This design comes from an exercise in tuning for small area on the open sky130 flow, not from production work.
RTL that was checked went through simulation tests only; none was proved equivalent to the original.
The RTL of runs 1 and 2 was laid out without a check of its function.
No run shown here takes its clock network from TritonCTS; it comes from the design's own scripts or RTL.
The clock port is modelled as an ideal driver, which makes a skipped or thinned clock tree look cheaper than it is; a real chip needs a root buffer or a tree.
Power and IR drop assume default switching activity.

**flow/design.v**
```verilog
module top (
    input  clk,
    input  rst,
    input  sw1,
    input  sw2,
    input  sw3,
    input  sensor,
    output [6:0] salidaSieteSeg,
    output [4:0] Leds,
    output [3:0] SalidaMotor
  );
reg [1:0] m4;
reg [2:0] m7;
reg [3:0] m13;
reg [7:0] m251;
reg s5;
wire e7   = m7[1] & m7[0];
wire e13  = ~m13[3] & ~m13[1] & ~m13[0];
wire e251 = ~m251[7] & ~m251[6] & ~m251[4] & m251[3] & ~m251[2] & ~m251[1] & m251[0];
wire tick200 = e7 & ~m4[0];
wire tick50  = e13 & ~m4[1] & m4[0];
wire tick5   = e251 & ~s5;
always @(posedge clk) begin
  if (rst) begin
    m4 <= 2'd0; m7 <= 3'd6; m13 <= 4'd1; m251 <= 8'd18; s5 <= 1'b0;
  end else begin
    m4   <= {m4[1] ^ m4[0], ~m4[0]};
    m7   <= {m7[1:0], ~(m7[2] ^ m7[0])};
    m13  <= {m13[2:0], ~(m13[3] ^ (~m13[0] & m13[1]))};
    m251 <= {m251[6:0], m251[7] ^ m251[2] ^ (~m251[0] & ~m251[3])};
    if (e251) s5 <= ~s5;
  end
end
wire p1 = ~sw1, p2 = ~sw2, p3 = ~sw3;
reg [2:0] pc;          
reg setTime, op;
reg [5:0] setSeg, setMin;
wire [5:0] selSet = op ? setMin : setSeg;
reg  [5:0] adjSet;
always @(*) begin
  if (p1) adjSet = (selSet == 6'd59) ? 6'd0 : selSet + 1'b1;
  else    adjSet = (selSet == 6'd0) ? 6'd59 : selSet - 1'b1;
end
wire adj = setTime & (p1 | p2);
always @(posedge clk) begin
  if (rst) begin
    pc <= 0; setTime <= 0; op <= 0; setSeg <= 6'd30; setMin <= 0;
  end else if (tick5) begin
    pc <= p3 ? {pc[1:0], ~pc[2]} : 3'b000;
    if (pc[2] & ~pc[1]) setTime <= ~setTime;
    if (p3) op <= ~op;
    if (adj & ~op) setSeg <= adjSet;
    if (adj & op)  setMin <= adjSet;
  end
end
reg [1:0] st;
reg [9:0] cnt;
reg [5:0] cSeg, cMin;
reg [1:0] ph;           
wire zero = (cSeg == 0) & (cMin == 0);
wire sec  = cnt[5] & cnt[0];                                             
wire full = cnt[9] & cnt[7] & cnt[6] & cnt[4] & ~cnt[3] & ~cnt[2] & cnt[0];  
wire [9:0] cntInc = {cnt[8:0], cnt[9] ^ cnt[0]};
localparam [9:0] CLR = 10'd34, INIT = 10'd814;    
always @(posedge clk) begin
  if (setTime | (tick50 & (st != 2'b00))) begin
    cSeg <= setSeg; cMin <= setMin;
  end else if (tick50 & ~zero & sec) begin
    if (cSeg == 0) begin cSeg <= 6'd59; cMin <= cMin - 1'b1; end
    else cSeg <= cSeg - 1'b1;
  end
end
always @(posedge clk) begin
  if (rst) begin
    st <= 2'b01; cnt <= INIT; ph <= 0;
  end else if (tick50) begin
    if (st == 2'b11) ph <= {ph[0], ~ph[1]};
    if (st == 2'b10) begin
      if (~setTime) st <= 2'b00;
    end else if (st[0]) begin
      if (sensor) st <= 2'b01;
      else if (full) begin
        cnt <= CLR; st <= 2'b00;
      end else begin
        st <= 2'b11; cnt <= cntInc;
      end
    end else begin
      if (setTime) begin st <= 2'b10; cnt <= CLR; end
      else if (zero) begin st <= 2'b01; cnt <= CLR; end
      else if (sec) cnt <= CLR;
      else cnt <= cntInc;
    end
  end
end
wire run = st[1] & st[0];
assign SalidaMotor[0] = run & ~ph[1] & ~ph[0];
assign SalidaMotor[1] = run & ~ph[1] &  ph[0];
assign SalidaMotor[2] = run &  ph[1] &  ph[0];
assign SalidaMotor[3] = run &  ph[1] & ~ph[0];
reg [1:0] sc; reg started;
reg [5:0] P;       
reg [3:0] dig;     
wire [2:0] tens = (P >= 50) ? 3'd5 : (P >= 40) ? 3'd4 : (P >= 30) ? 3'd3 :
                  (P >= 20) ? 3'd2 : (P >= 10) ? 3'd1 : 3'd0;
wire [5:0] unit6 = P - tens * 4'd10;
always @(posedge clk) begin
  if (rst) begin
    sc <= 0; started <= 0; P <= 0; dig <= 0;
  end else if (tick200) begin
    sc <= {sc[0], ~sc[1]};
    started <= 1;
    if (sc[1] ^ sc[0]) P <= (st[0] & ~setTime) ? 6'd0 : sc[1] ? cSeg : cMin;
    dig <= sc[0] ? {1'b0, tens} : unit6[3:0];
  end
end
wire L1 = ~sc[1] & sc[0];
wire L2 = sc[1] & sc[0];
wire L3 = sc[1] & ~sc[0];
wire L4 = ~sc[1] & ~sc[0] & started;
wire bS = setTime & ~op & ~s5;
wire bM = setTime & op & ~s5;
assign Leds[0] = L1 & ~bS;
assign Leds[1] = L2 & ~bS;
assign Leds[2] = L3 & ~bM;
assign Leds[3] = L4 & ~bM;
assign Leds[4] = ~L4;
wire A = dig[3], B = dig[2], C = dig[1], D = dig[0];
assign salidaSieteSeg[6] = ~(A | (~B & ~D) | (B & D) | C);
assign salidaSieteSeg[5] = ~(~B | (~C & ~D) | (C & D));
assign salidaSieteSeg[4] = ~(B | ~C | D);
assign salidaSieteSeg[3] = ~(A | (~B & ~D) | (~B & C) | (B & ~C & D) | (C & ~D));
assign salidaSieteSeg[2] = ~((~B & ~D) | (C & ~D));
assign salidaSieteSeg[1] = ~(A | (B & ~C) | (B & ~D) | (~C & ~D));
assign salidaSieteSeg[0] = ~(A | (~B & C) | (B & ~C) | (C & ~D));
endmodule
```
**flow/flow/run.sh**
```bash
#!/bin/bash
# Own layout flow: the standard ORFS flow (standard.sh) with these changes:
#  - synthesis maps logic with an area-oriented ABC script (flow/abc_area.script);
#    registers are mapped by the unchanged standard steps;
#  - input/output ports get the smallest buffer cell;
#  - the clock is distributed by four buffers fed by the clock port (flow/cts.tcl)
#    instead of a TritonCTS tree.
# Each step's full log is in orfs/logs/; make's output is in synth.log and layout.log.
set -euo pipefail
W=$PWD
mkdir -p scripts_own
for f in "$FLOW_HOME"/scripts/*; do ln -sf "$f" scripts_own/; done
rm -f scripts_own/abc_area.script scripts_own/cts.tcl
cp flow/abc_area.script scripts_own/abc_area.script
cp flow/cts.tcl scripts_own/cts.tcl
export SCRIPTS_DIR=$W/scripts_own
export BUFFER_PORTS_ARGS="-buffer_cell sky130_fd_sc_hd__buf_1"
export CLOCK_BUFFER_CELL=sky130_fd_sc_hd__buf_8
[ -f flow/knobs.sh ] && source flow/knobs.sh
bash standard.sh synth > synth.log 2>&1
bash standard.sh > layout.log 2>&1
```
**flow/flow/abc_area.script**
```
strash
&get -n
&deepsyn -T 30
&put
dch -f
amap -m
```
**flow/flow/cts.tcl**
```tcl
# Clock distribution for this small design, in place of the TritonCTS tree:
# the registers are split into four balanced groups by position (halves by x,
# then halves by y) and each group gets one clock buffer at its centre, driven
# straight from the clock port (four loads on the port). The rest of the step
# follows ORFS's cts.tcl (placement legalisation, timing repair, outputs).
utl::set_metrics_stage "cts__{}"
source $::env(SCRIPTS_DIR)/load.tcl
erase_non_stage_variables cts
load_design 3_place.odb 3_place.sdc

set block [ord::get_db_block]
set dbu [$block getDbUnitsPerMicron]
set sinks {}
foreach pin [get_pins -of_objects [get_nets clk]] {
  set bb [[[sta::sta_to_db_pin $pin] getInst] getBBox]
  lappend sinks [list $pin \
    [expr { ([$bb xMin] + [$bb xMax]) / 2.0 / $dbu }] \
    [expr { ([$bb yMin] + [$bb yMax]) / 2.0 / $dbu }]]
}
set byx [lsort -real -index 1 $sinks]
set h [expr { [llength $byx] / 2 }]
set groups {}
foreach half [list [lrange $byx 0 [expr { $h - 1 }]] [lrange $byx $h end]] {
  set byy [lsort -real -index 2 $half]
  set q [expr { [llength $byy] / 2 }]
  lappend groups [lrange $byy 0 [expr { $q - 1 }]] [lrange $byy $q end]
}
set k 0
foreach g $groups {
  set sx 0.0
  set sy 0.0
  set pins {}
  foreach s $g {
    lappend pins [lindex $s 0]
    set sx [expr { $sx + [lindex $s 1] }]
    set sy [expr { $sy + [lindex $s 2] }]
  }
  set n [llength $g]
  set loc [list [expr { $sx / $n }] [expr { $sy / $n }]]
  puts "clock group $k: $n registers, buffer at $loc"
  log_cmd insert_buffer -buffer_cell $::env(CLOCK_BUFFER_CELL) -net clk -load_pins $pins \
    -location $loc -buffer_name clkbuf_$k -net_name clknet_$k
  incr k
}
foreach it [[$block findNet clk] getITerms] {
  [[[$it getInst] findITerm X] getNet] setSigType CLOCK
}

set_propagated_clock [all_clocks]
set_dont_use $::env(DONT_USE_CELLS)
estimate_parasitics -placement

set_placement_padding -global \
  -left $::env(CELL_PAD_IN_SITES_DETAIL_PLACEMENT) \
  -right $::env(CELL_PAD_IN_SITES_DETAIL_PLACEMENT)
detailed_placement
estimate_parasitics -placement

repair_timing_helper
detailed_placement
check_placement -verbose

report_metrics 4 "cts final"
orfs_write_db $::env(RESULTS_DIR)/4_1_cts.odb
orfs_write_sdc $::env(RESULTS_DIR)/4_cts.sdc
```
**flow/standard.sh**
```bash
#!/bin/bash
# synth_recipe.tcl (not shown) runs the flow's synth.tcl, then flattens the netlist and writes it again
# the make line also repeats each setting of config.mk as NAME=value (left out here)
make -C /OpenROAD-flow-scripts/flow DESIGN_CONFIG=/design/flow/config.mk WORK_HOME=/design/flow/orfs CLKGATE_MAP_FILE= SYNTH_SCRIPT=/design/flow/synth_recipe.tcl "${@:-finish}"
```
**flow/config.mk**
```make
export PLATFORM = sky130hd
export DESIGN_NAME = top
export DESIGN_NICKNAME = top
export VERILOG_FILES = /design/flow/design.v
export SDC_FILE = /design/flow/constraint.sdc
export NUM_CORES = 4
export LEC_CHECK = 0
export ABC_AREA = 1
export CAP_MARGIN = 20
export CORE_MARGIN = 2
export CORE_UTILIZATION = 65
export SLEW_MARGIN = 20
```
**flow/constraint.sdc**
```tcl
create_clock -name core_clock -period 10.0 [get_ports {clk}]
set_input_delay 2.0000 -clock core_clock [delete_from_list [all_inputs] [get_ports {clk}]]
set_output_delay 2.0000 -clock core_clock [all_outputs]
set_load 0.01 [all_outputs]
```
==> impl_metrics.yaml, run 1 <==
status:
  status: "no timing/DRC/antenna violations"
clocking:
  clock_latency_ns: 0.13
  cts_resized: 0
  cts.clk_slew.worst_paths_ns: 0.09
  cts_setup_buffers: 0
  holdBufCountCts: 0
yosys:
  yosys.area_share.xor_xnor_pct: 0
  synth_ff_type: "dfxtp_1"
  synth-compound-area-share_pct: 20.4
  syn_inst: 418
  synth_mux_area_share_pct: 0
  ys_ff_latch: 74
  synth-simple-area-share_pct: 18.9
  synth_top_family_by_area: "compound AO/OA/AOI/OAI gates"
  post_synth.cell_area_avg_um2: 8.18
  yosysSeqAreaShare_pct: 46.9
  syn_nets: 436
  synth_area_mm2: 0.00342
  synthDistinctLibCells: 36
  synthAdderAreaFrac_pct: 4.61
  async_reset_ff_share_pct: 0
  synth-edff-count: 12
  synth_warnings: 1
timing:
  fin_tns_setup_ns: 0
  fmax_ghz: 0.237
  fin_crit_sh_pct: 42.1
  finalHoldViolations: 0
  relSlewSlack_pct: 43.0
  clock_skew_ns: 0.00937
  setup_ws_ns: 5.79
  slew_violations: 0
  fin_crit_ns: 4.21
  setup_viol: 0
  rsz0062_at_grt: "no"
  holdWs_ns: 0.425
  worst_slew_pin_slew_ns: 0.843
route:
  dr.pass1.iters: 4
  wl_per_cell_um: 13.3
  postRouteAntennaNets: 0
  drtIter0Drc: 158
  drt_wl_total_um: 6850
  vias: 2889
  drc: 0
  viasPerCell: 5.61
power_and_ir_drop:
  p_leak_nw: 1.27
  powerDensity_mw_per_mm2: 123
  ir_drop_v: 0.000141
worst_setup_path:
  path_max_fanout: 6
  reg2reg_from: "cMin[0]$_DFFE_PP_"
  cp-end-kind: "register"
  cp.arrival_ns: 4.27
  r2r_cells: 11
  rr_endpoint: "cnt[0]$_SDFFE_PP0P_"
  r2r_setup_slack_ns: 6.88
  required_ns: 10.06
  worstSetupStartpointType: "input pin"
  crit_type: "input pin to register"
min_path:
  min_from: "m251[6]$_SDFF_PP0_"
  whs_endpoint: "m251[7]$_SDFF_PP0_"
  holdPathStages: 2
  min_path_type: "register to register"
placed_design:
  dpl.hpwl_um: 5320
  dpl_worst_slack_ns: 5.67
  gp_congestion: 1.01
  io_buffers: 21
floorplan:
  core_mm2: 0.00511
  start_util_pct: 66.9
  die-area_mm2: 0.00586
  io_pins: 22
  num_rows: 26
  die_y_um: 76.5
  die_w_um: 76.5
finish:
  nets: 465
  area.sequential_mm2: 0.00160
  multi_input_area_mm2: 0.00150
  diodes: 0
  n_fill_cell: 449
  syn_to_final_growth_pct: 7.06
  drive_above_1_share_pct: 1.35
global_routing:
  antenna_found_initial: 0
  grt_max_degree: 29
  grtUsageTotal_pct: 23.7
  overflow: 0
  grt_pass1_wl_um: 12000
  grt_pass1_vias: 2727
run:
  maxCapViolCount: 0
sequential cells by signal, indices dropped and copies added, names as in the netlist, 2 cells and up:
signal,cells
P,6
cMin,6
cSeg,6
cnt,10
dig,4
m13,4
m251,8
m4,2
m7,3
pc,3
ph,2
sc,2
setMin,6
setSeg,6
st,2
logic make-up after synthesis:
kind of cell,count (synthesis)
AO/OA/AOI/OAI,102
adder cells (fa/ha/maj),12
buffers and inverters,85
flip-flops,74
AND/OR/NAND/NOR,145
final cells by class:
class | count | share of cell area [%]
inverter | 85 | 8.72
clock buffer | 4 | 1.64
sequential | 74 | 43.8
multi-input combinational | 259 | 40.9
tap | 70 | 2.39
timing repair buffer | 23 | 2.56
critical path: stages:
cell and delay, ns:
buf_1 0.20, clkinv_1 0.20, or3_1 0.43, nor4b_1 0.76
nor4_1 0.21, nor3_1 0.29, nor2_1 0.08, a21oi_1 0.10
worst max path at each step:
| stage | endpoint | start | cells after the start | slack (ns) |
|---|---|---|---|---|
| 2_1_floorplan | setMin[5]$_SDFFE_PP0P_ | sw1 | 7 | 6.23 |
| 3_3_place_gp | setMin[5]$_SDFFE_PP0P_ | sw1 | 8 | 5.70 |
| 3_5_place_dp | setMin[5]$_SDFFE_PP0P_ | sw1 | 8 | 5.67 |
| 4_1_cts | setMin[5]$_SDFFE_PP0P_ | sw1 | 8 | 5.80 |
| 5_1_grt | setMin[5]$_SDFFE_PP0P_ | sw1 | 8 | 5.57 |
| 6_report | setMin[5]$_SDFFE_PP0P_ | sw1 | 8 | 5.79 |
synthesized netlist by cell type (2+ instances only):
cell	count	area (um^2)
nor3_1	18	90.1
a2111o_1	2	22.5
ha_1	11	138
a21oi_1	21	105
a211oi_1	3	22.5
o21a_1	5	37.5
o32ai_1	5	43.8
o221ai_1	13	114
a22oi_1	2	15.0
nand2_1	31	116
nand3_1	7	35.0
or3_1	2	12.5
nor2_1	64	240
nor4_1	5	31.3
a221oi_1	4	35.0
nand4_1	2	12.5
o21ai_0	11	55.1
or2_0	9	56.3
dfxtp_1	62	1240
o31ai_1	2	15.0
edfxtp_1	12	360
o22ai_1	25	156
clkinv_1	85	319
nor2b_1	5	31.3
report_power, final:
part / internal (mW) / total (mW) / switching, mW
sequential: 0.308 / 0.312 / 0.00347
combinational: 0.00790 / 0.0228 / 0.0149
clock: 0.0459 / 0.115 / 0.0691
total: 0.362 / 0.449 / 0.0875
per-stage QoR:
step | instance area (um^2) | utilization (%) | total power, mW | cells
global route | 3660 | 71.7 | 0.467 | 515
finish | 3660 | 71.7 | 0.449 | 515
CTS | 3660 | 71.7 | 0.453 | 515
floorplan | 3420 | - | 0.333 | 418
global placement | 3600 | 70.5 | 0.340 | 511
detailed placement | 3600 | 70.5 | 0.341 | 511
per-layer routing:
layer / routed length, um / global-route usage [%] / vias up
met5: 0 / 0 / -
met4: 116 / 3.45 / 0
met3: 288 / 1.18 / 11
met2: 3210 / 42.9 / 58
met1: 3240 / 32.2 / 1302
li1: - / - / 1518
placed cells by master (no fill, tap or decap), types with 5 or more instances in the layout:
cell type,synthesis,final
clkinv_1,85,85
nor2_1,64,64
dfxtp_1,62,62
nand2_1,31,31
o22ai_1,25,25
a21oi_1,21,21
buf_1,0,21
nor3_1,18,18
o221ai_1,13,13
edfxtp_1,12,12
o21ai_0,11,11
ha_1,11,11
or2_0,9,9
nand3_1,7,7
o32ai_1,5,5
o21a_1,5,5
nor2b_1,5,5
nor4_1,5,5
==> run 2: changes to the inputs <==
--- a/flow/config.mk
+++ b/flow/config.mk
@@ -10,3 +10,3 @@
 export CORE_MARGIN = 2
-export CORE_UTILIZATION = 65
+export CORE_UTILIZATION = 40
 export SLEW_MARGIN = 20
==> impl_metrics.yaml, run 2 <==
status:
  status: "no timing/DRC/antenna violations"
yosys:
  post-synth-top-count-cell: "clkinv_1"
  synthDistinctLibCells: 36
  synthTopCellsByArea: "dfxtp_1, edfxtp_1, clkinv_1"
  post_synth.cell_area_avg_um2: 8.18
  yosysSeqAreaShare_pct: 46.9
  syn_nets: 436
  synth_largest_area_cell: "dfxtp_1"
  synth-edff-count: 12
  synth_ff_type: "dfxtp_1"
  synth_warnings: 1
  ys_ff_latch: 74
  synth_area_mm2: 0.00342
  synthDominantCellAreaShare_pct: 36.3
  async_reset_ff_share_pct: 0
  synthTopCellsByCount: "clkinv_1, nor2_1, dfxtp_1, nand2_1, o22ai_1"
  syn_inst: 418
finish:
  final_common_cell: "clkinv_1"
  final_cell_mix: "clkinv_1, nor2_1, dfxtp_1, nand2_1, o22ai_1"
  largest_reg_flops: 10
  diodes: 0
  nets: 465
  instances_no_fill: 550
  top_register: "cnt"
  n_fill_cell: 829
  syn_to_final_growth_pct: 8.35
  drive_above_1_share_pct: 1.35
  largest_registers: "cnt (10), m251 (8)"
route:
  viasPerCell: 5.26
  drtIter0Drc: 131
  dr_wl_met2_um: 3250
  top_layer_used: "met4"
  vias: 2894
  postRouteAntennaNets: 0
  met1_length_um: 3490
  drc: 0
  wl_met3_um: 269
  dr.pass1.iters: 4
  wl_per_cell_um: 12.8
  drt_wl_total_um: 7060
timing:
  fin_crit_sh_pct: 41.8
  worst_slew_pin_slew_ns: 0.784
  finalHoldViolations: 0
  setup_viol: 0
  fin_tns_setup_ns: 0
  slew_violations: 0
  rsz0062_at_grt: "no"
  fmax_ghz: 0.239
  clock_skew_ns: 0.00766
  fin_crit_ns: 4.18
  relSlewSlack_pct: 47.0
worst_setup_path:
  worstSetupStartpointType: "input pin"
  crit_type: "input pin to register"
  path_max_fanout: 6
  required_ns: 10.06
  reg2reg_from: "m13[0]$_SDFF_PP1_"
  crit_start: "sw1"
  cp-end-kind: "register"
  cp.arrival_ns: 4.25
power_and_ir_drop:
  sw_frac_of_total_pct: 20.4
  clkPwrFrac_pct: 26.4
  switchingPower_mw: 0.0928
  combPwrFrac_pct: 5.1
  p_leak_nw: 1.27
  power_report.internal_total_mw: 0.362
  powerDensity_mw_per_mm2: 123
  ir_drop_v: 0.0000667
  pwr-share-seq_pct: 68.5
floorplan:
  io_pins: 22
  die_y_um: 96.4
  num_rows: 33
  start_util_pct: 41.4
  die-area_mm2: 0.00930
  die_w_um: 96.4
  core_mm2: 0.00826
min_path:
  min_path_type: "register to register"
  min_from: "m251[6]$_SDFF_PP0_"
clocking:
  cts_setup_buffers: 0
  cts.clk_slew.worst_paths_ns: 0.09
  clock_latency_ns: 0.13
  cts_resized: 0
  holdBufCountCts: 0
placed_design:
  gp_congestion: 0.814
  numPlacedInstances: 546
  io_buffers: 21
  dpl.hpwl_um: 5510
global_routing:
  grtUsageTotal_pct: 15.7
  grt_pass1_vias: 2544
  antenna_found_initial: 0
  overflow: 0
  grt_max_degree: 29
  grt_pass1_wl_um: 11900
run:
  maxCapViolCount: 0
run 2: cell counts after synthesis:
No cell type changed its count.
run 2: through the flow:
stage | cell area [um^2] | utilization, % | hold slack (ns) | total power, mW | worst slack [ns]
finish | 3700 | 44.8 | 0.428 | 0.455 | 5.82
global route | 3700 | 44.8 | 0.460 | 0.473 | 5.50
CTS | 3700 | 44.8 | 0.433 | 0.458 | 5.78
detailed placement | 3640 | 44.1 | 0.419 | 0.342 | 5.64
global placement | 3640 | 44.1 | 0.415 | 0.341 | 5.67
floorplan | 3420 | - | 0.401 | 0.333 | 6.23
run 2: final timing paths:
check                                              end  depth (start not counted)  slack [ns]
worst max-delay path            setMin[5]$_SDFFE_PP0P_                          8        5.82
worst min-delay path                m251[7]$_SDFF_PP0_                          2        0.43
worst max register to register     cnt[0]$_SDFFE_PP0P_                          9        6.90
worst min register to register      m251[7]$_SDFF_PP0_                          2        0.43
run 2: final cells by class:
| type | count | area (um^2) | share of cell area [%] |
|---|---|---|---|
| Tap cell | 105 | 131 | 3.55 |
| Sequential cell | 74 | 1600 | 43.2 |
| Multi-Input combinational cell | 259 | 1500 | 40.4 |
| Clock buffer | 4 | 60.1 | 1.62 |
| Timing Repair Buffer | 23 | 93.8 | 2.53 |
| Inverter | 85 | 319 | 8.61 |
run 2: layer usage:
| metal | GRT usage [%] | vias to the layer above |
|---|---|---|
| li1 | - | 1527 |
| met1 | 23.0 | 1320 |
| met2 | 26.7 | 43 |
| met3 | 1.16 | 4 |
| met4 | 0.939 | 0 |
| met5 | 0 | - |
run 2: critical path, stage by stage:
cell      delay (ns)
buf_1           0.21
clkinv_1        0.21
or3_1           0.42
nor4b_1         0.72
nor4_1          0.21
nor3_1          0.29
nor2_1          0.08
a21oi_1         0.11
run 2: logic make-up (layout without fill, tap and decap cells):
logic type               after synthesis  count (layout)  share of synthesized area [%]
AND/OR/NAND/NOR                      145             145                           18.9
adder cells (fa/ha/maj)               12              12                           4.61
buffers and inverters                 85             112                           9.33
flip-flops                            74              74                           46.9
AO/OA/AOI/OAI                        102             102                           20.4
run 2: power by group through the flow:
stage	clock network [mW]	registers, mW	logic, mW
after floorplan	0	0.318	0.0155
after global placement	0	0.318	0.0227
after detailed placement	0	0.318	0.0232
after CTS	0.123	0.312	0.0233
after global routing	0.134	0.312	0.0264
final	0.120	0.312	0.0231
==> run 3: changes to the inputs <==
--- a/flow/design.v
+++ b/flow/design.v
@@ -37,8 +37,9 @@
 reg [5:0] setSeg, setMin;
-wire [5:0] selSet = op ? setMin : setSeg;
-reg  [5:0] adjSet;
-always @(*) begin
-  if (p1) adjSet = (selSet == 6'd59) ? 6'd0 : selSet + 1'b1;
-  else    adjSet = (selSet == 6'd0) ? 6'd59 : selSet - 1'b1;
-end
+reg [5:0] cSeg, cMin;   
+wire segZ = (cSeg == 0);
+wire selMin = setTime ? op : segZ;
+wire [5:0] adjIn = selMin ? cMin : cSeg;
+wire up = setTime & p1;
+wire [5:0] adjSet = up ? ((adjIn == 6'd59) ? 6'd0 : adjIn + 1'b1)
+                       : ((adjIn == 6'd0) ? 6'd59 : adjIn - 1'b1);
 wire adj = setTime & (p1 | p2);
@@ -57,5 +58,4 @@
 reg [9:0] cnt;
-reg [5:0] cSeg, cMin;
 reg [1:0] ph;           
-wire zero = (cSeg == 0) & (cMin == 0);
+wire zero = segZ & (cMin == 0);
 wire sec  = cnt[5] & cnt[0];                                             
@@ -68,4 +68,4 @@
   end else if (tick50 & ~zero & sec) begin
-    if (cSeg == 0) begin cSeg <= 6'd59; cMin <= cMin - 1'b1; end
-    else cSeg <= cSeg - 1'b1;
+    if (segZ) begin cSeg <= 6'd59; cMin <= adjSet; end
+    else cSeg <= adjSet;
   end
--- a/flow/config.mk
+++ b/flow/config.mk
@@ -10,3 +10,3 @@
 export CORE_MARGIN = 2
-export CORE_UTILIZATION = 40
+export CORE_UTILIZATION = 65
 export SLEW_MARGIN = 20
==> impl_metrics.yaml, run 3 <==
status:
  status: "no timing/DRC/antenna violations"
power_and_ir_drop:
  powerDensity_mw_per_mm2: 133
  p_leak_nw: 1.20
  ir_drop_v: 0.000131
yosys:
  synthDistinctLibCells: 33
  synthTopCellsByArea: "dfxtp_1, edfxtp_1, nor2_1"
  ys_ff_latch: 74
  synthTopCellsByCount: "dfxtp_1, nor2_1, clkinv_1, nand2_1, o22ai_1"
  synth_largest_area_cell: "dfxtp_1"
  synthDominantCellAreaShare_pct: 39.4
  syn_nets: 385
  synth_warnings: 1
  async_reset_ff_share_pct: 0
  syn_inst: 372
  yosysSeqAreaShare_pct: 50.8
  synth_ff_type: "dfxtp_1"
  post_synth.cell_area_avg_um2: 8.47
  post-synth-top-count-cell: "dfxtp_1"
  synth_area_mm2: 0.00315
  synth-edff-count: 12
floorplan:
  core_mm2: 0.00469
  io_pins: 22
  die_y_um: 73.6
  die_w_um: 73.6
  start_util_pct: 67.1
  die-area_mm2: 0.00542
  num_rows: 25
worst_setup_path:
  worstSetupStartpointType: "register"
  r2r_cells: 17
  cp.arrival_ns: 3.88
  cp-end-kind: "register"
  rr_endpoint: "cSeg[5]$_DFFE_PP_"
  reg2reg_from: "cSeg[2]$_DFFE_PP_"
  required_ns: 9.86
  crit_type: "register to register"
  r2r_setup_slack_ns: 5.97
  path_max_fanout: 7
global_routing:
  grt_pass1_wl_um: 9980
  antenna_found_initial: 0
  grt_pass1_vias: 2212
  grtUsageTotal_pct: 22.5
  grt_max_degree: 27
  overflow: 0
timing:
  fin_tns_setup_ns: 0
  fin_crit_ns: 4.03
  clock_skew_ns: 0.00810
  finalHoldViolations: 0
  rsz0062_at_grt: "no"
  slew_violations: 0
  fin_crit_sh_pct: 40.3
  relSlewSlack_pct: 48.1
  worst_slew_pin_slew_ns: 0.777
  fmax_ghz: 0.248
  setup_viol: 0
clocking:
  holdBufCountCts: 0
  cts_resized: 0
  cts_setup_buffers: 0
  cts.clk_slew.worst_paths_ns: 0.09
  clock_latency_ns: 0.13
placed_design:
  io_buffers: 21
  numPlacedInstances: 449
  gp_congestion: 0.846
  dpl.hpwl_um: 4550
finish:
  diodes: 0
  multi_input_area_mm2: 0.00133
  final_common_cell: "dfxtp_1"
  largest_reg_flops: 10
  area.sequential_mm2: 0.00160
  drive_above_1_share_pct: 1.50
  n_fill_cell: 379
  nets: 414
  top_register: "cnt"
  instances_no_fill: 453
  largest_registers: "cnt (10), m251 (8)"
  final_cell_mix: "dfxtp_1, nor2_1, clkinv_1, nand2_1, o22ai_1"
  syn_to_final_growth_pct: 7.03
route:
  dr.pass1.iters: 5
  postRouteAntennaNets: 0
  wl_met3_um: 279
  vias: 2596
  drt_wl_total_um: 5960
  wl_per_cell_um: 13.2
  drtIter0Drc: 152
  met1_length_um: 2800
  viasPerCell: 5.73
  top_layer_used: "met4"
  drc: 0
  dr_wl_met2_um: 2780
run:
  maxCapViolCount: 0
min_path:
  min_path_type: "register to register"
  whs_endpoint: "m251[5]$_SDFF_PP0_"
  min_from: "m251[4]$_SDFF_PP1_"
  holdPathStages: 2
==> run 3: changes by cell type in the layout (fill, tap and decap cells not counted), moves of 4 or more <==
cell	change
a22oi_1	+9
nor3_1	-8
o221ai_1	-6
or2_0	-5
ha_1	-5
o21ai_0	+9
nor2_1	-4
clkinv_1	-26
nor4_1	-4
==> run 3: logic make-up (layout without fill, tap and decap cells) <==
logic type | count (synthesis) | after routing | share of synthesized area [%]
compound gates | 104 | 104 | 21.3
fa+ha+maj | 7 | 7 | 3.02
buf+inv | 59 | 86 | 7.03
flops | 74 | 74 | 50.8
simple gates | 128 | 128 | 17.8
==> run 3: how the worst max path moves through the flow <==
stage	to	from	slack, ns	depth (start not counted)
finish	cSeg[5]$_DFFE_PP_	cSeg[2]$_DFFE_PP_	5.97	17
CTS	cSeg[5]$_DFFE_PP_	cSeg[2]$_DFFE_PP_	6.03	17
global route	cSeg[5]$_DFFE_PP_	cSeg[2]$_DFFE_PP_	5.56	17
detailed placement	cSeg[5]$_DFFE_PP_	sw1	5.95	11
global placement	cSeg[5]$_DFFE_PP_	sw1	6.09	11
floorplan	cMin[5]$_DFFE_PP_	sw1	6.33	10
==> run 3: where the power goes <==
part / switching [mW] / internal, mW / total, mW
clock network: 0.0690 / 0.0459 / 0.115
registers: 0.00365 / 0.308 / 0.312
logic: 0.0138 / 0.00760 / 0.0214
==> run 3: layout make-up <==
type                    instances  share of cell area (%)
clock buffers                   4                    1.78
inverters                      59                    6.57
multi-input cells             239                    39.4
flip-flops and latches         74                    47.5
well taps                      54                    2.00
repair buffers                 23                    2.78
==> run 3: stage by stage <==
| stage | worst slack [ns] | power (mW) | area [um^2] | util [%] | hold slack (ns) |
|---|---|---|---|---|---|
| 6_report | 5.97 | 0.448 | 3370 | 71.9 | 0.431 |
| 3_5_place_dp | 5.95 | 0.340 | 3310 | 70.6 | 0.423 |
| 5_1_grt | 5.56 | 0.467 | 3370 | 71.9 | 0.450 |
| 4_1_cts | 6.03 | 0.451 | 3370 | 71.9 | 0.427 |
| 3_3_place_gp | 6.09 | 0.339 | 3310 | 70.6 | 0.411 |
| 2_1_floorplan | 6.33 | 0.332 | 3150 | - | 0.401 |
==> run 3: per-layer routing <==
layer | vias up | GRT usage [%]
met5 | - | 0
met4 | 0 | 2.83
met3 | 8 | 1.10
met2 | 56 | 38.2
met1 | 1165 | 32.9
li1 | 1367 | -
==> run 3: critical path, stage by stage, from the launching register on <==
cell      delay, ns
edfxtp_1       0.43
or4_1          0.53
nor3_1         0.39
o22ai_1        0.27
clkinv_1       0.17
o22ai_1        0.14
nor2_1         0.21
o21ai_0        0.14
o21ai_0        0.28
o21ai_0        0.17
nand2_1        0.10
o21ai_0        0.11
nor2_1         0.15
nor2_1         0.05
a21oi_1        0.17
nor2_1         0.06
a21oi_1        0.27
a22oi_1        0.12
==> run 4: changes to the inputs <==
--- a/flow/flow/run.sh
+++ b/flow/flow/run.sh
@@ -2,4 +2,5 @@
 # Own layout flow: the standard ORFS flow (standard.sh) with these changes:
-#  - synthesis maps logic with an area-oriented ABC script (flow/abc_area.script);
-#    registers are mapped by the unchanged standard steps;
+#  - synthesis maps logic with an area-oriented ABC script (flow/abc_area.script)
+#    and leaves adders to ABC (no half/full adder cells); registers are mapped by
+#    the unchanged standard steps;
 #  - input/output ports get the smallest buffer cell;
@@ -16,2 +17,3 @@
 export SCRIPTS_DIR=$W/scripts_own
+export ADDER_MAP_FILE=
 export BUFFER_PORTS_ARGS="-buffer_cell sky130_fd_sc_hd__buf_1"
==> impl_metrics.yaml, run 4 <==
status:
  status: "no timing/DRC/antenna violations"
placed_design:
  gp_congestion: 0.838
  placed_cell_area_mm2: 0.00332
  dpl.hpwl_um: 4750
  dpl_worst_slack_ns: 5.85
  io_buffers: 21
  numPlacedInstances: 455
finish:
  final_cell_mix: "clkinv_1, dfxtp_1, nor2_1, o22ai_1, a21oi_1"
  largest_reg_flops: 10
  top_register: "cnt"
  nets: 413
  drive_above_1_share_pct: 1.73
  diodes: 0
  instances_no_fill: 459
  final_util_pct: 71.9
  final_common_cell: "clkinv_1"
  largest_registers: "cnt (10), m251 (8)"
  postLayoutCellArea_mm2: 0.00338
  syn_to_final_growth_pct: 7.28
  n_fill_cell: 384
yosys:
  post_synth.cell_area_avg_um2: 8.35
  synth_mux_area_share_pct: 0.358
  synthAdderAreaFrac_pct: 0
  syn_inst: 377
  yosysSeqAreaShare_pct: 50.9
  syn_nets: 383
  synth_largest_area_cell: "dfxtp_1"
  yosys.area_share.xor_xnor_pct: 0
  ys_ff_latch: 74
  post-synth-top-count-cell: "clkinv_1"
  synth-edff-count: 12
  synthTopCellsByArea: "dfxtp_1, edfxtp_1, clkinv_1"
  synthTopCellsByCount: "clkinv_1, dfxtp_1, nor2_1, o22ai_1, a21oi_1"
  synth-simple-area-share_pct: 17.9
  synthDistinctLibCells: 32
  synth_ff_type: "dfxtp_1"
  async_reset_ff_share_pct: 0
  synthDominantCellAreaShare_pct: 39.4
  synth_warnings: 1
  synth_area_mm2: 0.00315
  synth-compound-area-share_pct: 22.6
  synth_top_family_by_area: "compound AO/OA/AOI/OAI gates"
floorplan:
  die-area_mm2: 0.00541
  num_rows: 25
  die_w_um: 73.6
  die_y_um: 73.6
  io_pins: 22
  start_util_pct: 67.1
  core_mm2: 0.00469
global_routing:
  grt_max_degree: 27
  grt_pass1_vias: 2343
  overflow: 0
  grtUsageTotal_pct: 23.1
  antenna_found_initial: 0
  grt_pass1_wl_um: 10200
route:
  dr_wl_met2_um: 2760
  wl_met3_um: 205
  drc: 0
  dr.pass1.iters: 4
  viasPerCell: 5.68
  top_layer_used: "met4"
  drtIter0Drc: 138
  wl_per_cell_um: 13.4
  drt_wl_total_um: 6150
  met1_length_um: 3050
  postRouteAntennaNets: 0
  vias: 2606
min_path:
  whs_endpoint: "m251[2]$_SDFF_PP0_"
  min_path_type: "register to register"
  min_from: "m251[1]$_SDFF_PP1_"
  holdPathStages: 2
worst_setup_path:
  crit_slowest_cell: "or4_1"
  path_max_fanout: 4
  r2r_cells: 16
  cp-end-kind: "register"
  cp.arrival_ns: 3.88
  cp_common_cell: "nor2_1"
  rr_endpoint: "cMin[5]$_DFFE_PP_"
  worstPathCellList: "buf_1 -> or4_1 -> nor2_1 -> o22ai_1 -> nor2_1 -> nor2_1 -> clkinv_1 -> a21oi_1 -> o21ai_0 -> a21oi_1"
  crit_type: "input pin to register"
  r2r_setup_slack_ns: 6.21
  required_ns: 9.87
  worstSetupStartpointType: "input pin"
  max_stage_delay_ns: 0.54
  reg2reg_from: "cSeg[0]$_DFFE_PP_"
timing:
  relSlewSlack_pct: 47.3
  setup_viol: 0
  fin_crit_sh_pct: 40.1
  fin_tns_setup_ns: 0
  fin_crit_ns: 4.01
  clock_skew_ns: 0.0140
  worst_slew_pin_slew_ns: 0.783
  rsz0062_at_grt: "no"
  fmax_ghz: 0.249
  holdWs_ns: 0.423
  setup_ws_ns: 5.99
  finalHoldViolations: 0
  slew_violations: 0
clocking:
  clock_latency_ns: 0.13
  cts_resized: 0
  cts.clk_slew.worst_paths_ns: 0.09
  holdBufCountCts: 0
  cts_setup_buffers: 0
power_and_ir_drop:
  p_leak_nw: 1.14
  powerDensity_mw_per_mm2: 132
  power.total_mw: 0.447
  ir_drop_v: 0.000141
run:
  maxCapViolCount: 0
-- run 4: cell count changes after synthesis, moves of 6 or more --
| cell | change |
|---|---|
| clkinv_1 | +10 |
| nand2_1 | -10 |
| a22oi_1 | -7 |
| o221ai_1 | +7 |
| or2_0 | +7 |
| ha_1 | -6 |
-- run 4: power by group --
| group | internal [mW] | switching [mW] |
|---|---|---|
| clock | 0.0459 | 0.0703 |
| sequential | 0.308 | 0.00312 |
| combinational | 0.00706 | 0.0129 |
-- run 4: area by class of cell --
| class | instances | area (um^2) | share of cell area [%] |
|---|---|---|---|
| Inverter | 69 | 259 | 7.67 |
| Timing Repair Buffer | 24 | 101 | 3.00 |
| Multi-Input combinational cell | 234 | 1290 | 38.1 |
| Tap cell | 54 | 67.6 | 2.00 |
| Sequential cell | 74 | 1600 | 47.4 |
| Clock buffer | 4 | 60.1 | 1.78 |
-- run 4: worst max-delay path by stage --
| stage | start | endpoint | slack [ns] | cells after the start |
|---|---|---|---|---|
| 2_1_floorplan | sw1 | cMin[3]$_DFFE_PP_ | 6.18 | 9 |
| 3_3_place_gp | sw1 | cSeg[4]$_DFFE_PP_ | 5.93 | 10 |
| 3_5_place_dp | sw1 | cSeg[4]$_DFFE_PP_ | 5.85 | 10 |
| 4_1_cts | sw1 | cSeg[3]$_DFFE_PP_ | 6.01 | 10 |
| 5_1_grt | sw1 | cMin[3]$_DFFE_PP_ | 5.66 | 10 |
| 6_report | sw1 | cSeg[4]$_DFFE_PP_ | 5.99 | 10 |
-- run 4: kinds of logic after synthesis --
family          Yosys count
compound gates          109
buf+inv                  69
flops                    74
mux                       1
simple gates            124
-- run 4: worst max-delay path, delay by kind of cell --
kind	cells	cell delay, ns
AOI/OAI and AO/OA	4	0.74
buffers and inverters	2	0.15
and+or+nand+nor	4	0.99
-- run 4: layer usage --
layer,global-route usage [%],up-vias
met5,0,-
met4,4.44,0
met3,1.10,9
met2,38.6,51
met1,33.7,1147
li1,-,1399
==> run 5: changes to the inputs <==
--- a/flow/config.mk
+++ b/flow/config.mk
@@ -11,2 +11,3 @@
 export CORE_UTILIZATION = 65
+export GPL_TIMING_DRIVEN = 0
 export SLEW_MARGIN = 20
==> impl_metrics.yaml, run 5 <==
global_routing:
  grtUsageTotal_pct: 22.7
  antenna_found_initial: 0
  grt_pass1_wl_um: 10100
  overflow: 0
  grt_pass1_vias: 2302
  grt_max_degree: 28
timing:
  rsz0062_at_grt: "no"
  finalHoldViolations: 0
  slew_violations: 0
  relSlewSlack_pct: 30.9
  fin_tns_setup_ns: 0
  clock_skew_ns: 0.0158
  fmax_ghz: 0.235
  setup_viol: 0
  fin_crit_ns: 4.25
  setup_ws_ns: 5.75
  worst_slew_pin_slew_ns: 1.04
  fin_crit_sh_pct: 42.5
power_and_ir_drop:
  p_leak_nw: 1.12
  power_report.internal_total_mw: 0.360
  pwr-share-seq_pct: 69.6
  power.total_mw: 0.446
  ir_drop_v: 0.000130
  combPwrFrac_pct: 4.3
  switchingPower_mw: 0.0859
  sw_frac_of_total_pct: 19.3
  powerDensity_mw_per_mm2: 133
  clkPwrFrac_pct: 26.0
floorplan:
  die-area_mm2: 0.00539
  die_w_um: 73.4
  die_y_um: 73.4
  core_mm2: 0.00469
  num_rows: 25
  io_pins: 22
  start_util_pct: 66.7
yosys:
  syn_inst: 381
  ys_ff_latch: 74
  synth_largest_area_cell: "dfxtp_1"
  syn_nets: 387
  synthTopCellsByCount: "clkinv_1, dfxtp_1, nor2_1, o22ai_1, nand2_1"
  async_reset_ff_share_pct: 0
  synth_ff_type: "dfxtp_1"
  synth-edff-count: 12
  synthDistinctLibCells: 31
  post_synth.cell_area_avg_um2: 8.21
  synthDominantCellAreaShare_pct: 39.7
  synth_warnings: 1
  yosysSeqAreaShare_pct: 51.2
  synth_area_mm2: 0.00313
  post-synth-top-count-cell: "clkinv_1"
  synthTopCellsByArea: "dfxtp_1, edfxtp_1, clkinv_1"
placed_design:
  io_buffers: 21
  dpl_worst_slack_ns: 5.63
  numPlacedInstances: 456
  gp_congestion: 0.876
  dpl.hpwl_um: 4690
finish:
  largest_reg_flops: 10
  top_register: "cnt"
  final_common_cell: "clkinv_1"
  syn_to_final_growth_pct: 7.20
  final_cell_mix: "clkinv_1, dfxtp_1, nor2_1, o22ai_1, nand2_1"
  drive_above_1_share_pct: 1.47
  nets: 415
  largest_registers: "cnt (10), m251 (8)"
  diodes: 0
  instances_no_fill: 461
min_path:
  min_from: "m251[6]$_SDFF_PP0_"
  whs_endpoint: "m251[7]$_SDFF_PP0_"
  holdPathStages: 2
  min_path_type: "register to register"
clocking:
  holdBufCountCts: 0
  cts_resized: 0
  cts_setup_buffers: 0
  clock_latency_ns: 0.13
  cts.clk_slew.worst_paths_ns: 0.10
worst_setup_path:
  cp.arrival_ns: 4.10
  r2r_setup_slack_ns: 6.10
  path_max_fanout: 5
  crit_slowest_cell: "a21oi_1"
  crit_family: "compound AO/OA/AOI/OAI gates"
  reg2reg_from: "cSeg[0]$_DFFE_PP_"
  cp_common_cell: "nor2_1"
  critical_path_buf_inv_count: 2
  worstSetupStartpointType: "input pin"
  cp-end-kind: "register"
  crit_type: "input pin to register"
  r2r_cells: 16
  required_ns: 9.84
  max_stage_delay_ns: 0.36
  rr_endpoint: "cMin[4]$_DFFE_PP_"
  worstPathCellList: "buf_1 -> o21ai_0 -> or2_0 -> nor2b_1 -> o22ai_1 -> nor2_1 -> nor2_1 -> clkinv_1 -> a21oi_1 -> nor2_1 -> a21oi_1 -> o22ai_1"
  crit_start: "sw1"
status:
  status: "no timing/DRC/antenna violations"
route:
  wl_per_cell_um: 13.3
  wl_met3_um: 284
  drtIter0Drc: 97
  vias: 2676
  dr.pass1.iters: 4
  drc: 0
  met1_length_um: 2820
  top_layer_used: "met4"
  viasPerCell: 5.80
  postRouteAntennaNets: 0
  dr_wl_met2_um: 2970
  drt_wl_total_um: 6140
run:
  maxCapViolCount: 0
-- run 5: metal layers --
metal | GRT usage [%] | up-vias
li1 | - | 1401
met1 | 31.2 | 1211
met2 | 40.9 | 59
met3 | 1.23 | 5
met4 | 2.63 | 0
met5 | 0 | -
-- run 5: worst max-delay path by stage --
stage,end,cells past startpoint
5_1_grt,cMin[4]$_DFFE_PP_,12
3_5_place_dp,cMin[4]$_DFFE_PP_,12
3_3_place_gp,cMin[4]$_DFFE_PP_,12
4_1_cts,cMin[4]$_DFFE_PP_,12
2_1_floorplan,cMin[3]$_DFFE_PP_,9
6_report,cMin[4]$_DFFE_PP_,12
-- run 5: area by class of cell --
class | instances | area (um^2)
Sequential cell | 74 | 1600
Multi-Input combinational cell | 238 | 1280
Tap cell | 54 | 67.6
Timing Repair Buffer | 22 | 90.1
Inverter | 69 | 259
Fill cell | 387 | 1340
Clock buffer | 4 | 60.1
-- run 5: cells by family after synthesis --
group	after synthesis	synth area share, %
flops	74	51.2
simple gates	130	18.5
compound gates	108	22.1
buf+inv	69	8.28
-- run 5: through the flow --
stage / utilization [%] / instance area [um^2] / hold WS (ns)
after floorplan: - / 3130 / 0.401
after global routing: 71.5 / 3350 / 0.447
after global placement: 69.8 / 3280 / 0.407
final: 71.5 / 3350 / 0.424
after CTS: 71.3 / 3340 / 0.428
after detailed placement: 70.0 / 3280 / 0.414
-- run 5: power groups by stage --
stage | sequential [mW] | clock (mW) | combinational, mW
finish | 0.311 | 0.116 | 0.0193
global route | 0.311 | 0.128 | 0.0218
CTS | 0.311 | 0.118 | 0.0189
detailed placement | 0.317 | 0 | 0.0189
global placement | 0.317 | 0 | 0.0182
floorplan | 0.317 | 0 | 0.0130
-- run 5: tightest hold or removal path, cell delays in order (launching register included) --
cell,delay [ns]
dfxtp_1,0.31
clkinv_1,0.04
nor2_1,0.04
==> run 6: changes to the inputs <==
--- a/flow/design.v
+++ b/flow/design.v
@@ -65,3 +65,4 @@
 always @(posedge clk) begin
-  if (setTime | (tick50 & (st != 2'b00))) begin
+  if (rst) begin cSeg <= 0; cMin <= 0; end
+  else if (setTime | (tick50 & (st != 2'b00))) begin
     cSeg <= setSeg; cMin <= setMin;
==> impl_metrics.yaml, run 6 <==
status:
  status: "no timing/DRC/antenna violations"
timing:
  clock_skew_ns: 0.00314
  finalHoldViolations: 0
  worst_slew_pin_slew_ns: 0.819
  slew_violations: 0
  fmax_ghz: 0.246
  fin_crit_sh_pct: 40.6
  holdWs_ns: 0.432
  fin_tns_setup_ns: 0
  rsz0062_at_grt: "no"
  fin_crit_ns: 4.06
  relSlewSlack_pct: 44.9
  setup_viol: 0
floorplan:
  io_pins: 22
  die_w_um: 73.3
  core_mm2: 0.00469
  start_util_pct: 66.5
  num_rows: 25
  die-area_mm2: 0.00537
  die_y_um: 73.3
worst_setup_path:
  max_stage_delay_ns: 0.59
  rr_endpoint: "cSeg[4]$_SDFFE_PP0P_"
  cp-end-kind: "register"
  critical_path_buf_inv_count: 2
  crit_slowest_cell: "a211oi_1"
  reg2reg_from: "cSeg[0]$_SDFFE_PP0P_"
  path_max_fanout: 14
  r2r_cells: 15
  r2r_setup_slack_ns: 6.44
  cp_common_cell: "nor2_1"
  cp.arrival_ns: 4.12
  worstSetupStartpointType: "input pin"
  crit_family: "compound AO/OA/AOI/OAI gates"
  worstPathCellList: "buf_1 -> nor2_1 -> nand3_1 -> nor2_1 -> clkinv_1 -> a211oi_1 -> a22oi_1 -> o21ai_0"
  required_ns: 10.06
  crit_type: "input pin to register"
yosys:
  post_synth.cell_area_avg_um2: 7.84
  synth_largest_area_cell: "dfxtp_1"
  yosysSeqAreaShare_pct: 47.5
  ys_ff_latch: 74
  synthDominantCellAreaShare_pct: 47.5
  syn_inst: 398
  synth-simple-area-share_pct: 18.4
  synthAdderAreaFrac_pct: 0
  synthTopCellsByArea: "dfxtp_1, clkinv_1, nor2_1"
  yosys.area_share.xor_xnor_pct: 0
  synth_warnings: 1
  synth-edff-count: 0
  synth_ff_type: "dfxtp_1"
  synthDistinctLibCells: 29
  syn_nets: 404
  synth_mux_area_share_pct: 0
  synthTopCellsByCount: "clkinv_1, dfxtp_1, nor2_1, o21ai_0, o22ai_1"
  synth_area_mm2: 0.00312
  synth-compound-area-share_pct: 25.3
  synth_top_family_by_area: "compound AO/OA/AOI/OAI gates"
  async_reset_ff_share_pct: 0
global_routing:
  grt_pass1_wl_um: 10500
  antenna_found_initial: 0
  grt_pass1_vias: 2401
  overflow: 0
  grtUsageTotal_pct: 23.7
  grt_max_degree: 27
route:
  drt_wl_total_um: 6500
  drtIter0Drc: 141
  postRouteAntennaNets: 0
  wl_per_cell_um: 13.6
  viasPerCell: 5.87
  drc: 0
  dr.pass1.iters: 4
  vias: 2806
finish:
  largest_reg_flops: 10
  drive_above_1_share_pct: 1.18
  top_register: "cnt"
  diodes: 0
  nets: 432
  largest_registers: "cnt (10), m251 (8)"
  n_fill_cell: 391
  final_cell_mix: "dfxtp_1, clkinv_1, nor2_1, o21ai_0, o22ai_1"
  syn_to_final_growth_pct: 6.97
clocking:
  clock_latency_ns: 0.13
  cts_setup_buffers: 0
  cts_resized: 0
  holdBufCountCts: 0
  cts.clk_slew.worst_paths_ns: 0.10
min_path:
  holdPathStages: 2
  min_path_type: "register to register"
  whs_endpoint: "m251[5]$_SDFF_PP0_"
  min_from: "m251[4]$_SDFF_PP1_"
power_and_ir_drop:
  p_leak_nw: 1.17
  powerDensity_mw_per_mm2: 137
  power.total_mw: 0.459
  ir_drop_v: 0.000137
placed_design:
  dpl.hpwl_um: 4850
  gp_congestion: 0.874
  io_buffers: 21
run:
  maxCapViolCount: 0
-- run 6: cell count changes after synthesis, sizes merged, moves of 3 or more --
cell / change
nand3: +3
or3: -3
edfxtp: -12
dfxtp: +12
o221ai: +5
o21ai: +11
a21oi: -8
clkinv: +5
nor3: +4
-- run 6: worst max path at each step --
| stage | start | depth (start not counted) | to |
|---|---|---|---|
| after floorplan | sw1 | 13 | cSeg[2]$_SDFFE_PP0P_ |
| after global placement | rst | 4 | cMin[3]$_SDFFE_PP0P_ |
| after detailed placement | rst | 4 | cMin[3]$_SDFFE_PP0P_ |
| after CTS | rst | 4 | cMin[3]$_SDFFE_PP0P_ |
| after global routing | rst | 8 | P[5]$_SDFFE_PP0P_ |
| final | rst | 8 | P[4]$_SDFFE_PP0P_ |
-- run 6: cells by family (layout without fill, tap and decap cells) --
group,count (synthesis),in the layout
and+or+nand+nor,130,130
AOI/OAI and AO/OA,120,120
DFF,74,74
buffers and inverters,74,100
-- run 6: cell type report --
| class | count | area, um^2 | area share [%] |
|---|---|---|---|
| Multi-Input combinational cell | 250 | 1360 | 40.8 |
| Timing Repair Buffer | 22 | 90.1 | 2.70 |
| Clock buffer | 4 | 60.1 | 1.80 |
| Sequential cell | 74 | 1480 | 44.4 |
| Inverter | 74 | 278 | 8.32 |
| Tap cell | 54 | 67.6 | 2.02 |
-- run 6: metal layers --
| layer | GRT usage, % | up-vias | routed length (um) |
|---|---|---|---|
| met3 | 1.51 | 6 | 264 |
| met5 | 0 | - | 0 |
| met4 | 3.03 | 0 | 49 |
| met2 | 40.9 | 63 | 2970 |
| li1 | - | 1456 | - |
| met1 | 33.7 | 1281 | 3220 |
-- run 6: power by group --
group	switching [mW]	leakage [nW]	total, mW	internal (mW)
combinational	0.0256	0.537	0.0372	0.0117
clock	0.0717	0.0297	0.118	0.0459
sequential	0.00352	0.601	0.304	0.301
-- run 6: worst register-to-register path: cells and delay by family, from the launching register on --
kind,cells,cell delay [ns]
AO/OA/AOI/OAI,7,1.71
AND/OR/NAND/NOR,5,0.84
buffers and inverters,3,0.50
flip-flops,1,0.39
-- run 6: through the flow --
step	utilization [%]	instances	instance area, um^2	worst slack [ns]
after CTS	70.9	477	3330	5.68
after global routing	71.2	478	3340	5.73
after detailed placement	69.7	473	3270	5.54
after floorplan	-	398	3120	6.42
after global placement	69.7	473	3270	5.54
final	71.2	478	3340	5.94
==> run 7: changes to the inputs <==
==> flow/flow/run.sh (replaced) <==
#!/bin/bash
# Own layout flow: the standard ORFS flow (standard.sh) with these changes:
#  - synthesis maps logic with an area-oriented ABC script (flow/abc_area.script)
#    and leaves adders to ABC (no half/full adder cells); registers are mapped by
#    the unchanged standard steps. The ABC script's random search runs with four
#    seeds (four synthesis runs in orfs_s*/) and the layout uses the seed whose
#    netlist has the smallest cell area;
#  - input/output ports get the smallest buffer cell;
#  - the clock is distributed by four buffers fed by the clock port (flow/cts.tcl)
#    instead of a TritonCTS tree.
# Each step's full log is in orfs/logs/ (and orfs_s*/logs/ for the seed runs);
# make's output is in synth_s*.log, synth.log and layout.log.
set -euo pipefail
W=$PWD
export ADDER_MAP_FILE=
export BUFFER_PORTS_ARGS="-buffer_cell sky130_fd_sc_hd__buf_1"
export CLOCK_BUFFER_CELL=sky130_fd_sc_hd__buf_8
[ -f flow/knobs.sh ] && source flow/knobs.sh
SEEDS="0 1 2 3"

make_scripts() {
  local d=$W/scripts_s$1
  mkdir -p "$d"
  for f in "$FLOW_HOME"/scripts/*; do ln -sf "$f" "$d"/; done
  rm -f "$d"/abc_area.script "$d"/cts.tcl
  sed "s/@SEED@/$1/" flow/abc_area.script > "$d"/abc_area.script
  cp flow/cts.tcl "$d"/cts.tcl
}

for s in $SEEDS; do
  make_scripts $s
  sed "s#WORK_HOME=$W/orfs #WORK_HOME=$W/orfs_s$s #" standard.sh > standard_s$s.sh
  grep -q "WORK_HOME=$W/orfs_s$s " standard_s$s.sh
  (SCRIPTS_DIR=$W/scripts_s$s bash standard_s$s.sh synth > synth_s$s.log 2>&1 || true) &
done
wait

best=0
bestA=
for s in $SEEDS; do
  f=orfs_s$s/reports/$FLOW_PLATFORM/top/base/synth_stat.txt
  [ -f "$f" ] || continue
  a=$(awk '/Chip area/ {print $NF}' "$f")
  echo "seed $s: synthesized cell area $a"
  if [ -z "$bestA" ] || awk -v a="$a" -v b="$bestA" 'BEGIN { exit !(a < b) }'; then
    best=$s
    bestA=$a
  fi
done
echo "using seed $best"
export SCRIPTS_DIR=$W/scripts_s$best
bash standard.sh synth > synth.log 2>&1
bash standard.sh > layout.log 2>&1
==> flow/flow/abc_area.script (replaced) <==
strash
&get -n
&deepsyn -J 300 -T 300 -S @SEED@
&put
dch -f
amap -m
==> impl_metrics.yaml, run 7 <==
floorplan:
  start_util_pct: 66.5
  io_pins: 22
  core_mm2: 0.00469
  num_rows: 25
  die_y_um: 73.3
  die_w_um: 73.3
  die-area_mm2: 0.00537
global_routing:
  grt_max_degree: 27
  antenna_found_initial: 0
  grtUsageTotal_pct: 23.7
  overflow: 0
  grt_pass1_vias: 2401
  grt_pass1_wl_um: 10500
timing:
  fmax_ghz: 0.246
  clock_skew_ns: 0.00314
  fin_tns_setup_ns: 0
  setup_viol: 0
  relSlewSlack_pct: 44.9
  slew_violations: 0
  finalHoldViolations: 0
  fin_crit_sh_pct: 40.6
  fin_crit_ns: 4.06
  worst_slew_pin_slew_ns: 0.819
  rsz0062_at_grt: "no"
yosys:
  synth_largest_area_cell: "dfxtp_1"
  synthDominantCellAreaShare_pct: 47.5
  syn_nets: 404
  synth-edff-count: 0
  ys_ff_latch: 74
  post_synth.cell_area_avg_um2: 7.84
  syn_inst: 398
  synthTopCellsByCount: "clkinv_1, dfxtp_1, nor2_1, o21ai_0, o22ai_1"
  synth_area_mm2: 0.00312
  synthTopCellsByArea: "dfxtp_1, clkinv_1, nor2_1"
  yosysSeqAreaShare_pct: 47.5
  synthDistinctLibCells: 29
  synth_ff_type: "dfxtp_1"
  async_reset_ff_share_pct: 0
  synth_warnings: 1
finish:
  nets: 432
  drive_above_1_share_pct: 1.18
  largest_registers: "cnt (10), m251 (8)"
  final_cell_mix: "dfxtp_1, clkinv_1, nor2_1, o21ai_0, o22ai_1"
  area.sequential_mm2: 0.00148
  final_util_pct: 71.2
  diodes: 0
  largest_reg_flops: 10
  multi_input_area_mm2: 0.00136
  syn_to_final_growth_pct: 6.97
  top_register: "cnt"
  n_fill_cell: 391
route:
  drt_wl_total_um: 6500
  drc: 0
  dr.pass1.iters: 4
  postRouteAntennaNets: 0
  vias: 2806
  wl_per_cell_um: 13.6
  drtIter0Drc: 141
  viasPerCell: 5.87
clocking:
  cts.clk_slew.worst_paths_ns: 0.10
  cts_resized: 0
  cts_setup_buffers: 0
  holdBufCountCts: 0
  clock_latency_ns: 0.13
power_and_ir_drop:
  p_leak_nw: 1.17
  ir_drop_v: 0.000137
  powerDensity_mw_per_mm2: 137
  power.total_mw: 0.459
placed_design:
  dpl.hpwl_um: 4850
  io_buffers: 21
  gp_congestion: 0.874
status:
  status: "no timing/DRC/antenna violations"
worst_setup_path:
  worstSetupStartpointType: "input pin"
  crit_type: "input pin to register"
  path_max_fanout: 14
  cp-end-kind: "register"
  cp.arrival_ns: 4.12
  required_ns: 10.06
min_path:
  min_path_type: "register to register"
run:
  maxCapViolCount: 0
-- run 7: cell type report --
| type | instances | share of cell area [%] |
|---|---|---|
| tap | 54 | 2.02 |
| clock buffer | 4 | 1.80 |
| sequential | 74 | 44.4 |
| multi-input combinational | 250 | 40.8 |
| timing repair buffer | 22 | 2.70 |
| inverter | 74 | 8.32 |
-- run 7: layer usage --
| metal | wire, um | track usage, % | part of all wire [%] |
|---|---|---|---|
| met4 | 49 | 3.03 | 0.75 |
| met2 | 2970 | 40.9 | 46 |
| met5 | 0 | 0 | 0 |
| met1 | 3220 | 33.7 | 49 |
| met3 | 264 | 1.51 | 4.1 |
-- run 7: metrics by stage --
| stage | instance area (um^2) | hold WS, ns | setup slack [ns] | std cells |
|---|---|---|---|---|
| 2_1_floorplan | 3120 | 0.400 | 6.42 | 398 |
| 3_3_place_gp | 3270 | 0.416 | 5.54 | 473 |
| 3_5_place_dp | 3270 | 0.415 | 5.54 | 473 |
| 4_1_cts | 3330 | 0.433 | 5.68 | 477 |
| 5_1_grt | 3340 | 0.442 | 5.73 | 478 |
| 6_report | 3340 | 0.432 | 5.94 | 478 |
-- run 7: final timing paths --
| check | depth (start not counted) | from | slack (ns) | to |
|---|---|---|---|---|
| worst max register to register | 15 | cSeg[0]$_SDFFE_PP0P_ | 6.44 | cSeg[4]$_SDFFE_PP0P_ |
| worst max-delay path | 8 | rst | 5.94 | P[4]$_SDFFE_PP0P_ |
| worst min-delay path | 2 | m251[4]$_SDFF_PP1_ | 0.43 | m251[5]$_SDFF_PP0_ |
| worst min register to register | 2 | m251[4]$_SDFF_PP1_ | 0.43 | m251[5]$_SDFF_PP0_ |
-- run 7: power breakdown --
group	total (mW)	internal [mW]	switching, mW
combinational	0.0372	0.0117	0.0256
clock	0.118	0.0459	0.0717
sequential	0.304	0.301	0.00352
-- run 7: worst max-delay path, stage by stage --
cell	delay, ns
buf_1	0.27
nor2_1	0.22
nand3_1	0.25
nor2_1	0.33
clkinv_1	0.18
a211oi_1	0.59
a22oi_1	0.15
o21ai_0	0.10
-- run 7: cells by family (layout without fill, tap and decap cells) --
kind of cell           Yosys count  after routing  synth area share [%]
buffers and inverters           74            100                  8.90
AO/OA/AOI/OAI                  120            120                  25.3
flip-flops                      74             74                  47.5
AND/OR/NAND/NOR                130            130                  18.4
==> run 8: changes to the inputs <==
==> flow/flow/run.sh (replaced) <==
#!/bin/bash
# Own layout flow: the standard ORFS flow (standard.sh) with these changes:
#  - synthesis maps logic with an area-oriented ABC script (flow/abc_area.script)
#    and leaves adders to ABC (no half/full adder cells); registers are mapped by
#    the unchanged standard steps. Synthesis runs once for each line of
#    flow/portfolio.txt (random seed of the ABC search, ABC mapping command; runs
#    in orfs_s*/, four at a time) and the layout uses the setting whose netlist
#    has the smallest cell area;
#  - input/output ports get the smallest buffer cell;
#  - the clock is distributed by four buffers fed by the clock port (flow/cts.tcl)
#    instead of a TritonCTS tree.
# Each step's full log is in orfs/logs/ (and orfs_s*/logs/ for the seed runs);
# make's output is in synth_s*.log, synth.log and layout.log.
set -euo pipefail
W=$PWD
export ADDER_MAP_FILE=
export BUFFER_PORTS_ARGS="-buffer_cell sky130_fd_sc_hd__buf_1"
export CLOCK_BUFFER_CELL=sky130_fd_sc_hd__buf_8
[ -f flow/knobs.sh ] && source flow/knobs.sh

make_scripts() {
  local d=$W/scripts_s$1
  mkdir -p "$d"
  for f in "$FLOW_HOME"/scripts/*; do ln -sf "$f" "$d"/; done
  rm -f "$d"/abc_area.script "$d"/cts.tcl
  sed -e "s/@SEED@/$2/" -e "s/@MAP@/$3/" flow/abc_area.script > "$d"/abc_area.script
  cp flow/cts.tcl "$d"/cts.tcl
}

N=0
while read -r seed map; do
  [ -n "$seed" ] || continue
  make_scripts $N "$seed" "$map"
  sed "s#WORK_HOME=$W/orfs #WORK_HOME=$W/orfs_s$N #" standard.sh > standard_s$N.sh
  grep -q "WORK_HOME=$W/orfs_s$N " standard_s$N.sh
  (SCRIPTS_DIR=$W/scripts_s$N bash standard_s$N.sh synth > synth_s$N.log 2>&1 || true) &
  N=$((N + 1))
  if [ $((N % 4)) -eq 0 ]; then wait; fi
done < flow/portfolio.txt
wait

best=0
bestA=
for ((s = 0; s < N; s++)); do
  f=orfs_s$s/reports/$FLOW_PLATFORM/top/base/synth_stat.txt
  [ -f "$f" ] || continue
  a=$(awk '/Chip area/ {print $NF}' "$f")
  echo "setting $s ($(sed -n "$((s + 1))p" flow/portfolio.txt)): synthesized cell area $a"
  if [ -z "$bestA" ] || awk -v a="$a" -v b="$bestA" 'BEGIN { exit !(a < b) }'; then
    best=$s
    bestA=$a
  fi
done
echo "using setting $best"
export SCRIPTS_DIR=$W/scripts_s$best
bash standard.sh synth > synth.log 2>&1
bash standard.sh > layout.log 2>&1
==> flow/flow/abc_area.script (replaced) <==
strash
&get -n
&deepsyn -J 300 -T 300 -S @SEED@
&put
dch -f
@MAP@
==> flow/flow/portfolio.txt (new file) <==
0 amap -m
1 amap -m
2 amap -m
3 amap -m
0 amap -m -A 10 -F 3
1 amap -m -A 10 -F 3
2 amap -m -A 10 -F 3
3 amap -m -A 10 -F 3
==> impl_metrics.yaml, run 8 <==
floorplan:
  num_rows: 25
  io_pins: 22
  start_util_pct: 66.8
  die-area_mm2: 0.00536
  die_y_um: 73.2
  die_w_um: 73.2
  core_mm2: 0.00466
yosys:
  synthAdderAreaFrac_pct: 0
  synthDistinctLibCells: 37
  yosys.area_share.xor_xnor_pct: 0
  synth_mux_area_share_pct: 0.322
  post_synth.cell_area_avg_um2: 8.17
  synthDominantCellAreaShare_pct: 47.6
  synth-simple-area-share_pct: 17.1
  synth-edff-count: 0
  ys_ff_latch: 74
  async_reset_ff_share_pct: 0
  synthTopCellsByArea: "dfxtp_1, clkinv_1, nor2_1"
  synth_top_family_by_area: "compound AO/OA/AOI/OAI gates"
  syn_inst: 381
  synth-compound-area-share_pct: 26.0
  synth_area_mm2: 0.00311
  post-synth-top-count-cell: "clkinv_1"
  synth_largest_area_cell: "dfxtp_1"
  synth_warnings: 1
  synth_ff_type: "dfxtp_1"
  yosysSeqAreaShare_pct: 47.6
  syn_nets: 387
  synthTopCellsByCount: "clkinv_1, dfxtp_1, nor2_1, o22ai_1, o21ai_0"
finish:
  drive_above_1_share_pct: 1.23
  final_common_cell: "clkinv_1"
  final_cell_mix: "clkinv_1, dfxtp_1, nor2_1, o22ai_1, o21ai_0"
  largest_registers: "cnt (10), m251 (8)"
  n_fill_cell: 382
  diodes: 0
  syn_to_final_growth_pct: 6.67
  nets: 414
  largest_reg_flops: 10
  top_register: "cnt"
  postLayoutCellArea_mm2: 0.00332
power_and_ir_drop:
  power.total_mw: 0.467
  p_leak_nw: 1.10
  powerDensity_mw_per_mm2: 141
  ir_drop_v: 0.000128
global_routing:
  grt_pass1_vias: 2443
  grt_max_degree: 31
  overflow: 0
  grtUsageTotal_pct: 24.2
  antenna_found_initial: 0
  grt_pass1_wl_um: 10700
route:
  wl_per_cell_um: 14.0
  postRouteAntennaNets: 0
  drtIter0Drc: 314
  vias: 2773
  viasPerCell: 6.03
  dr.pass1.iters: 4
  drc: 0
  drt_wl_total_um: 6430
min_path:
  min_path_type: "register to register"
timing:
  clock_skew_ns: 0.00898
  rsz0062_at_grt: "no"
  slew_violations: 0
  fmax_ghz: 0.235
  fin_crit_ns: 4.25
  fin_crit_sh_pct: 42.5
  worst_slew_pin_slew_ns: 0.791
  setup_viol: 0
  relSlewSlack_pct: 46.8
  finalHoldViolations: 0
  fin_tns_setup_ns: 0
clocking:
  cts_setup_buffers: 0
  cts.clk_slew.worst_paths_ns: 0.09
  clock_latency_ns: 0.13
  holdBufCountCts: 0
  cts_resized: 0
placed_design:
  dpl.hpwl_um: 4900
  io_buffers: 21
  gp_congestion: 0.927
  placed_cell_area_mm2: 0.00326
status:
  status: "no timing/DRC/antenna violations"
worst_setup_path:
  worstSetupStartpointType: "input pin"
  cp-end-kind: "register"
  crit_type: "input pin to register"
  cp.arrival_ns: 4.26
  path_max_fanout: 4
  required_ns: 10.01
run:
  maxCapViolCount: 0
[run 8: path summary, 6_finish.rpt]
| check | start | end | slack (ns) | depth (start not counted) |
|---|---|---|---|---|
| max reg2reg | cSeg[0]$_SDFFE_PP0P_ | cMin[4]$_SDFFE_PP0P_ | 6.12 | 17 |
| min | m251[4]$_SDFF_PP1_ | m251[5]$_SDFF_PP0_ | 0.43 | 2 |
| max | sw1 | cMin[4]$_SDFFE_PP0P_ | 5.75 | 12 |
| min reg2reg | m251[4]$_SDFF_PP1_ | m251[5]$_SDFF_PP0_ | 0.43 | 2 |
[run 8: kinds of logic (layout without fill, tap and decap cells)]
kind of cell	Yosys count	count (layout)
buffers and inverters	75	100
DFF	74	74
and+or+nand+nor	114	114
muxes	1	1
AOI/OAI and AO/OA	117	117
[run 8: worst max-delay path, stage by stage]
cell and delay [ns]:
buf_1 0.09, or2_0 0.26, nor2_1 0.17, clkinv_1 0.14
or4_1 0.44, o21ai_0 0.16, a22o_1 0.20, nor2_1 0.04
a21oi_1 0.20, clkinv_1 0.16, a222oi_1 0.29, clkinv_1 0.11
[run 8: final cells by class]
class	instances	area, um^2	share of cell area (%)
repair buffers	21	80.1	2.41
flip-flops and latches	74	1480	44.6
inverters	75	282	8.48
clock buffers	4	60.1	1.81
well taps	54	67.6	2.03
multi-input cells	232	1350	40.7
[run 8: metal layers]
layer  share of wire, %  up-vias  global-route usage, %
li1                   -     1423                      -
met1                 47     1260                   33.2
met2                 47       76                   42.8
met3                3.9       14                  0.967
met4                2.1        0                   4.32
met5                  0        -                      0
[run 8: power by group]
part | switching [mW] | internal (mW) | leakage, nW
Clock | 0.0700 | 0.0459 | 0.0297
Combinational | 0.0319 | 0.0137 | 0.466
Sequential | 0.00395 | 0.301 | 0.601
Total | 0.106 | 0.361 | 1.10
[run 8: per-stage QoR]
stage	hold slack, ns	cells	utilization (%)	setup slack [ns]
6_report	0.432	460	71.2	5.75
4_1_cts	0.434	460	71.2	5.76
3_5_place_dp	0.420	456	70.0	5.62
5_1_grt	0.452	460	71.2	5.50
3_3_place_gp	0.415	456	69.9	5.24
2_1_floorplan	0.401	381	-	6.03

Re-timed with assumed drivers on the ports (clkbuf_16 on the clock, buf_2 on other inputs), run 8 has 5.804 ns of setup slack against 5.751 ns with ideal ports, and 5.608 ns once port delays also move by the mid clock arrival of 0.196 ns.
